Background: an optimization exercise with open tools, aiming at small area. Do not read the settings as production practice. In this exercise RTL edits were held to simulation tests only and were not proved equivalent to the original. Power figures rest on the tool's default switching activity, not on a simulated workload.

## alu
module alu (
	input			i_clk,
	input			i_rst_n,
	input			i_valid,
	input	signed	[7:0]	i_data_a,
	input	signed	[7:0]	i_data_b,
	input		[2:0]	i_inst,
	output			o_valid,
	output		[7:0]	o_data
);
Size: about 9 flip-flops, about 31 I/O pins, ~2400 um^2 of cells after synthesis.
clock: 7.0 ns
lec_check: 0
cap_margin: 20
core_margin: 2
core_utilization: 40
cts_buf_list: sky130_fd_sc_hd__clkbuf_2
gpl_timing_driven: 0
slew_margin: 20
standard.sh (not shown) runs the stock make flow with config.mk's settings and CLKGATE_MAP_FILE= SYNTH_SCRIPT=/design/flow/synth_recipe.tcl, a recipe that flattens the netlist after the stock synthesis.
==> flow/flow/run.sh <==
#!/bin/bash
set -euo pipefail
W=$PWD
export FLOW_WORK=$W
export FLOW_ABC_SCRIPTS="$W/flow/abc/a1.abc $W/flow/abc/a2.abc $W/flow/abc/a3.abc $W/flow/abc/a4.abc $W/flow/abc/a5.abc"
LIB=$FLOW_HOME/platforms/sky130hd/lib/sky130_fd_sc_hd__tt_025C_1v80.lib

# impl.v must do what design.v does: prove it before laying it out
cat > equiv.ys <<EOY
read_liberty -ignore_miss_func $LIB
read_verilog -sv $W/design.v
rename alu gold
read_verilog -sv $W/flow/impl.v
proc; flatten; opt_clean
rename alu gate
miter -equiv -flatten -make_assert gold gate miter
hierarchy -top miter
flatten; async2sync; opt -fast
sat -verify -prove-asserts -set-init-zero -seq 2 -show-inputs miter
EOY
yosys -l equiv.log -q -s equiv.ys > /dev/null

MK=(make -C "$FLOW_HOME" DESIGN_CONFIG="$W/config.mk" WORK_HOME="$W/orfs"
    CLKGATE_MAP_FILE= SYNTH_SCRIPT="$W/flow/synth.tcl"
    VERILOG_FILES="$W/flow/impl.v" ADDER_MAP_FILE=
    "BUFFER_PORTS_ARGS=-buffer_cell sky130_fd_sc_hd__buf_1"
    "CTS_ARGS=-sink_clustering_enable -repair_clock_nets -dont_use_dummy_load -buf_list sky130_fd_sc_hd__clkbuf_2 -root_buf sky130_fd_sc_hd__clkbuf_4")
if ! "${MK[@]}" synth > make_synth.log 2>&1; then
  # an ABC script can abort on some inputs: retry with the scripts that do not use &deepsyn
  rm -rf "$W/orfs/results" "$W/orfs/logs" "$W/orfs/reports" "$W/orfs/objects"
  export FLOW_ABC_SCRIPTS="$W/flow/abc/a2.abc $W/flow/abc/a3.abc"
  "${MK[@]}" synth > make_synth_retry.log 2>&1
fi
"${MK[@]}" finish > make_finish.log 2>&1
R=$W/orfs/results/sky130hd/alu/base
: # left out here: write the final layout as DEF
Other scripts of this flow, unchanged in this note and not shown: flow/flow/abc/a1.abc, flow/flow/abc/a2.abc, flow/flow/abc/a3.abc, flow/flow/abc/a4.abc, flow/flow/abc/a5.abc, flow/flow/impl.v, flow/flow/synth.tcl
The starting point completed with no timing, DRC or antenna violations.
Rerun with:
Settings changed: CTS_BUF_LIST sky130_fd_sc_hd__clkbuf_2 to unset, PLACE_DENSITY set to 0.9.
The changed run completed with no timing, DRC or antenna violations.
Routed wire length grows by 4.3%.
Die area does not change.
Power rises by 4.8%.
Rerun with:
Settings changed: CORE_UTILIZATION 40 to 30, PLACE_DENSITY 0.9 to unset.
=>
- The new run ran to the end with no violations
- synthesized cell count does not change
- worst setup slack is better by 0.037 ns
- routed wire length hardly moves
- final area increases by 3.4%
- via count is lower by 2.9%
- global-route usage fell by 6.4 points
- die area is higher by 32%
- area after synthesis does not change


Setup of run a:
alu, a different RTL version from the one above (not shown whole).
For scale: ~340 cells after synthesis, ~9 flip-flops, ~31 I/O pins, about 2200 um2 of cells after synthesis.
export LEC_CHECK = 0
export CAP_MARGIN = 20
export CORE_MARGIN = 2
export CORE_UTILIZATION = 40
export GPL_TIMING_DRIVEN = 0
export SETUP_SLACK_MARGIN = 0.2
export SLEW_MARGIN = 20
create_clock -name core_clock -period 7.0 [get_ports {i_clk}]
==> flow/flow/run.sh <==
#!/bin/bash
set -euo pipefail
W=$PWD
export FLOW_WORK=$W
export FLOW_ABC_SCRIPTS="$W/flow/abc/a1.abc $W/flow/abc/a2.abc $W/flow/abc/a3.abc $W/flow/abc/a4.abc $W/flow/abc/a5.abc"
LIB=$FLOW_HOME/platforms/sky130hd/lib/sky130_fd_sc_hd__tt_025C_1v80.lib

# impl.v must do what design.v does: prove it before laying it out
cat > equiv.ys <<EOY
read_liberty -ignore_miss_func $LIB
read_verilog -sv $W/design.v
rename alu gold
read_verilog -sv $W/flow/impl.v
proc; flatten; opt_clean
rename alu gate
miter -equiv -flatten -make_assert gold gate miter
hierarchy -top miter
flatten; async2sync; opt -fast
sat -verify -prove-asserts -set-init-zero -seq 2 -show-inputs miter
EOY
yosys -l equiv.log -q -s equiv.ys > /dev/null

MK=(make -C "$FLOW_HOME" DESIGN_CONFIG="$W/config.mk" WORK_HOME="$W/orfs"
    CLKGATE_MAP_FILE= SYNTH_SCRIPT="$W/flow/synth.tcl"
    VERILOG_FILES="$W/flow/impl.v" ADDER_MAP_FILE=
    "BUFFER_PORTS_ARGS=-buffer_cell sky130_fd_sc_hd__buf_1" SKIP_INCREMENTAL_REPAIR=1
    "CTS_ARGS=-sink_clustering_enable -repair_clock_nets -dont_use_dummy_load -buf_list sky130_fd_sc_hd__clkbuf_2 -root_buf sky130_fd_sc_hd__clkbuf_4")
if ! "${MK[@]}" synth > make_synth.log 2>&1; then
  # an ABC script can abort on some inputs: retry with the scripts that do not use &deepsyn
  rm -rf "$W/orfs/results" "$W/orfs/logs" "$W/orfs/reports" "$W/orfs/objects"
  export FLOW_ABC_SCRIPTS="$W/flow/abc/a2.abc $W/flow/abc/a3.abc"
  "${MK[@]}" synth > make_synth_retry.log 2>&1
fi
"${MK[@]}" finish > make_finish.log 2>&1
R=$W/orfs/results/sky130hd/alu/base
: # left out here: write the final layout as DEF
Other scripts of this flow, unchanged in this note and not shown: flow/flow/abc/a1.abc, flow/flow/abc/a2.abc, flow/flow/abc/a3.abc, flow/flow/abc/a4.abc, flow/flow/abc/a5.abc, flow/flow/impl.v, flow/flow/synth.tcl
Run a completed; timing, DRC and antenna clean
For run b, these inputs were changed with respect to run a:
- swapping 0.2 for 0.25 in SETUP_SLACK_MARGIN
--- a/flow/flow/run.sh
+++ b/flow/flow/run.sh
@@ -5 +5 @@
-export FLOW_ABC_SCRIPTS="$W/flow/abc/a1.abc $W/flow/abc/a2.abc $W/flow/abc/a3.abc $W/flow/abc/a4.abc $W/flow/abc/a5.abc"
+export FLOW_ABC_SCRIPTS="$W/flow/abc/a1.abc $W/flow/abc/a2.abc $W/flow/abc/a3.abc $W/flow/abc/a4.abc $W/flow/abc/a5.abc $W/flow/abc/a6.abc"
==> flow/flow/abc/a6.abc (new file) <==
strash
balance; rewrite; refactor; balance; rewrite; rewrite -z; balance; refactor -z; rewrite -z; balance
&get -n
&deepsyn -T 60
&put
balance; rewrite; refactor; balance; rewrite; rewrite -z; balance; refactor -z; rewrite -z; balance
dch -f
amap -m
topo
mfs3 -ae -H 6 -R 4
mfs3 -ae -H 6 -R 4 -r
Notes after the runs:
Run b has average footprint of a synthesized cell below what run a had. Slack of the critical path improves in run b relative to run a. Status: part of the total power dissipated in combinational logic parity (run a, run b).


Starting RTL as in the previous note.
clock: 7.0 ns
lec_check: 0
cap_margin: 20
core_margin: 2
core_utilization: 40
gpl_timing_driven: 0
setup_slack_margin: 0.35
slew_margin: 20
==> flow/flow/run.sh <==
#!/bin/bash
set -euo pipefail
W=$PWD
export FLOW_WORK=$W
export FLOW_ABC_SCRIPTS="$W/flow/abc/a1.abc $W/flow/abc/a2.abc $W/flow/abc/a3.abc $W/flow/abc/a4.abc $W/flow/abc/a5.abc $W/flow/abc/a6.abc"
LIB=$FLOW_HOME/platforms/sky130hd/lib/sky130_fd_sc_hd__tt_025C_1v80.lib

# impl.v must do what design.v does: prove it before laying it out
cat > equiv.ys <<EOY
read_liberty -ignore_miss_func $LIB
read_verilog -sv $W/design.v
rename alu gold
read_verilog -sv $W/flow/impl.v
proc; flatten; opt_clean
rename alu gate
miter -equiv -flatten -make_assert gold gate miter
hierarchy -top miter
flatten; async2sync; opt -fast
sat -verify -prove-asserts -set-init-zero -seq 2 -show-inputs miter
EOY
yosys -l equiv.log -q -s equiv.ys > /dev/null

MK=(make -C "$FLOW_HOME" DESIGN_CONFIG="$W/config.mk" WORK_HOME="$W/orfs"
    CLKGATE_MAP_FILE= SYNTH_SCRIPT="$W/flow/synth.tcl"
    VERILOG_FILES="$W/flow/impl.v" ADDER_MAP_FILE=
    "BUFFER_PORTS_ARGS=-buffer_cell sky130_fd_sc_hd__buf_1" SKIP_INCREMENTAL_REPAIR=1
    "CTS_ARGS=-sink_clustering_enable -repair_clock_nets -dont_use_dummy_load -buf_list sky130_fd_sc_hd__clkbuf_2 -root_buf sky130_fd_sc_hd__clkbuf_4")
if ! "${MK[@]}" synth > make_synth.log 2>&1; then
  # an ABC script can abort on some inputs: retry with the scripts that do not use &deepsyn
  rm -rf "$W/orfs/results" "$W/orfs/logs" "$W/orfs/reports" "$W/orfs/objects"
  export FLOW_ABC_SCRIPTS="$W/flow/abc/a2.abc $W/flow/abc/a3.abc"
  "${MK[@]}" synth > make_synth_retry.log 2>&1
fi
"${MK[@]}" finish > make_finish.log 2>&1
R=$W/orfs/results/sky130hd/alu/base
: # left out here: write the final layout as DEF
==> flow/flow/abc/a6.abc <==
strash
balance; rewrite; refactor; balance; rewrite; rewrite -z; balance; refactor -z; rewrite -z; balance
&get -n
&deepsyn -T 60
&put
balance; rewrite; refactor; balance; rewrite; rewrite -z; balance; refactor -z; rewrite -z; balance
dch -f
amap -m
topo
mfs3 -ae -H 6 -R 4
mfs3 -ae -H 6 -R 4 -r
Other scripts of this flow, unchanged in this note and not shown: flow/flow/abc/a1.abc, flow/flow/abc/a2.abc, flow/flow/abc/a3.abc, flow/flow/abc/a4.abc, flow/flow/abc/a5.abc, flow/flow/impl.v, flow/flow/synth.tcl
Rerun with:
--- a/flow/flow/run.sh
+++ b/flow/flow/run.sh
@@ -4,3 +4,3 @@
 export FLOW_WORK=$W
-export FLOW_ABC_SCRIPTS="$W/flow/abc/a1.abc $W/flow/abc/a2.abc $W/flow/abc/a3.abc $W/flow/abc/a4.abc $W/flow/abc/a5.abc $W/flow/abc/a6.abc"
+export FLOW_ABC_SCRIPTS="$W/flow/abc/a1.abc $W/flow/abc/a2.abc $W/flow/abc/a3.abc $W/flow/abc/a4.abc $W/flow/abc/a5.abc"
 LIB=$FLOW_HOME/platforms/sky130hd/lib/sky130_fd_sc_hd__tt_025C_1v80.lib
removed: flow/flow/abc/a6.abc
- The changed run passed the timing, design-rule and antenna checks
- global-route usage drops by 1.2 points
- routed wire length drops by 3.5%
- worst setup slack gets worse by 0.079 ns
- design area climbs by 1.0%
- combinational power is about the same
- via count drops by 0.42%
- fmax drops by 1.2%

[static timing again, ports no longer ideal]
No port has a modelled driver above. Below, the same layouts with a new extraction and two added sets of constraints.
Step 1: set_driving_cell puts a clkbuf_16 on i_clk and a buf_2 on each other input, an assumption about the parent block.
Step 2 also shifts input and output timing later by t, the mid clock arrival at the registers, as if the neighbouring blocks saw the same clock.
a / b / c = ideal / step 1 / step 2; a / b = the first two.
| run | t, ns | slack for setup (ns) | worst setup path after step 2 | clock arrival spread, ns | worst register clock-pin slew, ns |
|---|---|---|---|---|---|
| the first run of note 1 | 0.280 | 0.306 / 0.301 / 0.020 | input to register | 0.006 / 0.007 | 0.06 / 0.06 |
| the second run of note 1 | 0.297 | 0.329 / 0.328 / 0.031 | input to register | 0.010 / 0.010 | 0.07 / 0.07 |
| the third run of note 1 | 0.269 | 0.366 / 0.355 / 0.086 | input to register | 0.005 / 0.004 | 0.06 / 0.06 |
| run a | 0.279 | 0.163 / 0.162 / -0.117 | input to register | 0.004 / 0.004 | 0.06 / 0.06 |
| run b | 0.280 | 0.275 / 0.269 / -0.011 | input to register | 0.008 / 0.008 | 0.06 / 0.06 |
| the first run of note 3 | 0.273 | 0.395 / 0.392 / 0.119 | input to register | 0.006 / 0.006 | 0.06 / 0.06 |
| the second run of note 3 | 0.278 | 0.316 / 0.312 / 0.034 | input to register | 0.002 / 0.002 | 0.06 / 0.06 |
Met with ideal ports but missed after step 2: setup timing in run a and run b. The setup slack of the second run of note 1, which loses most, moves by -0.001 ns with the drivers and by -0.298 ns with both steps.
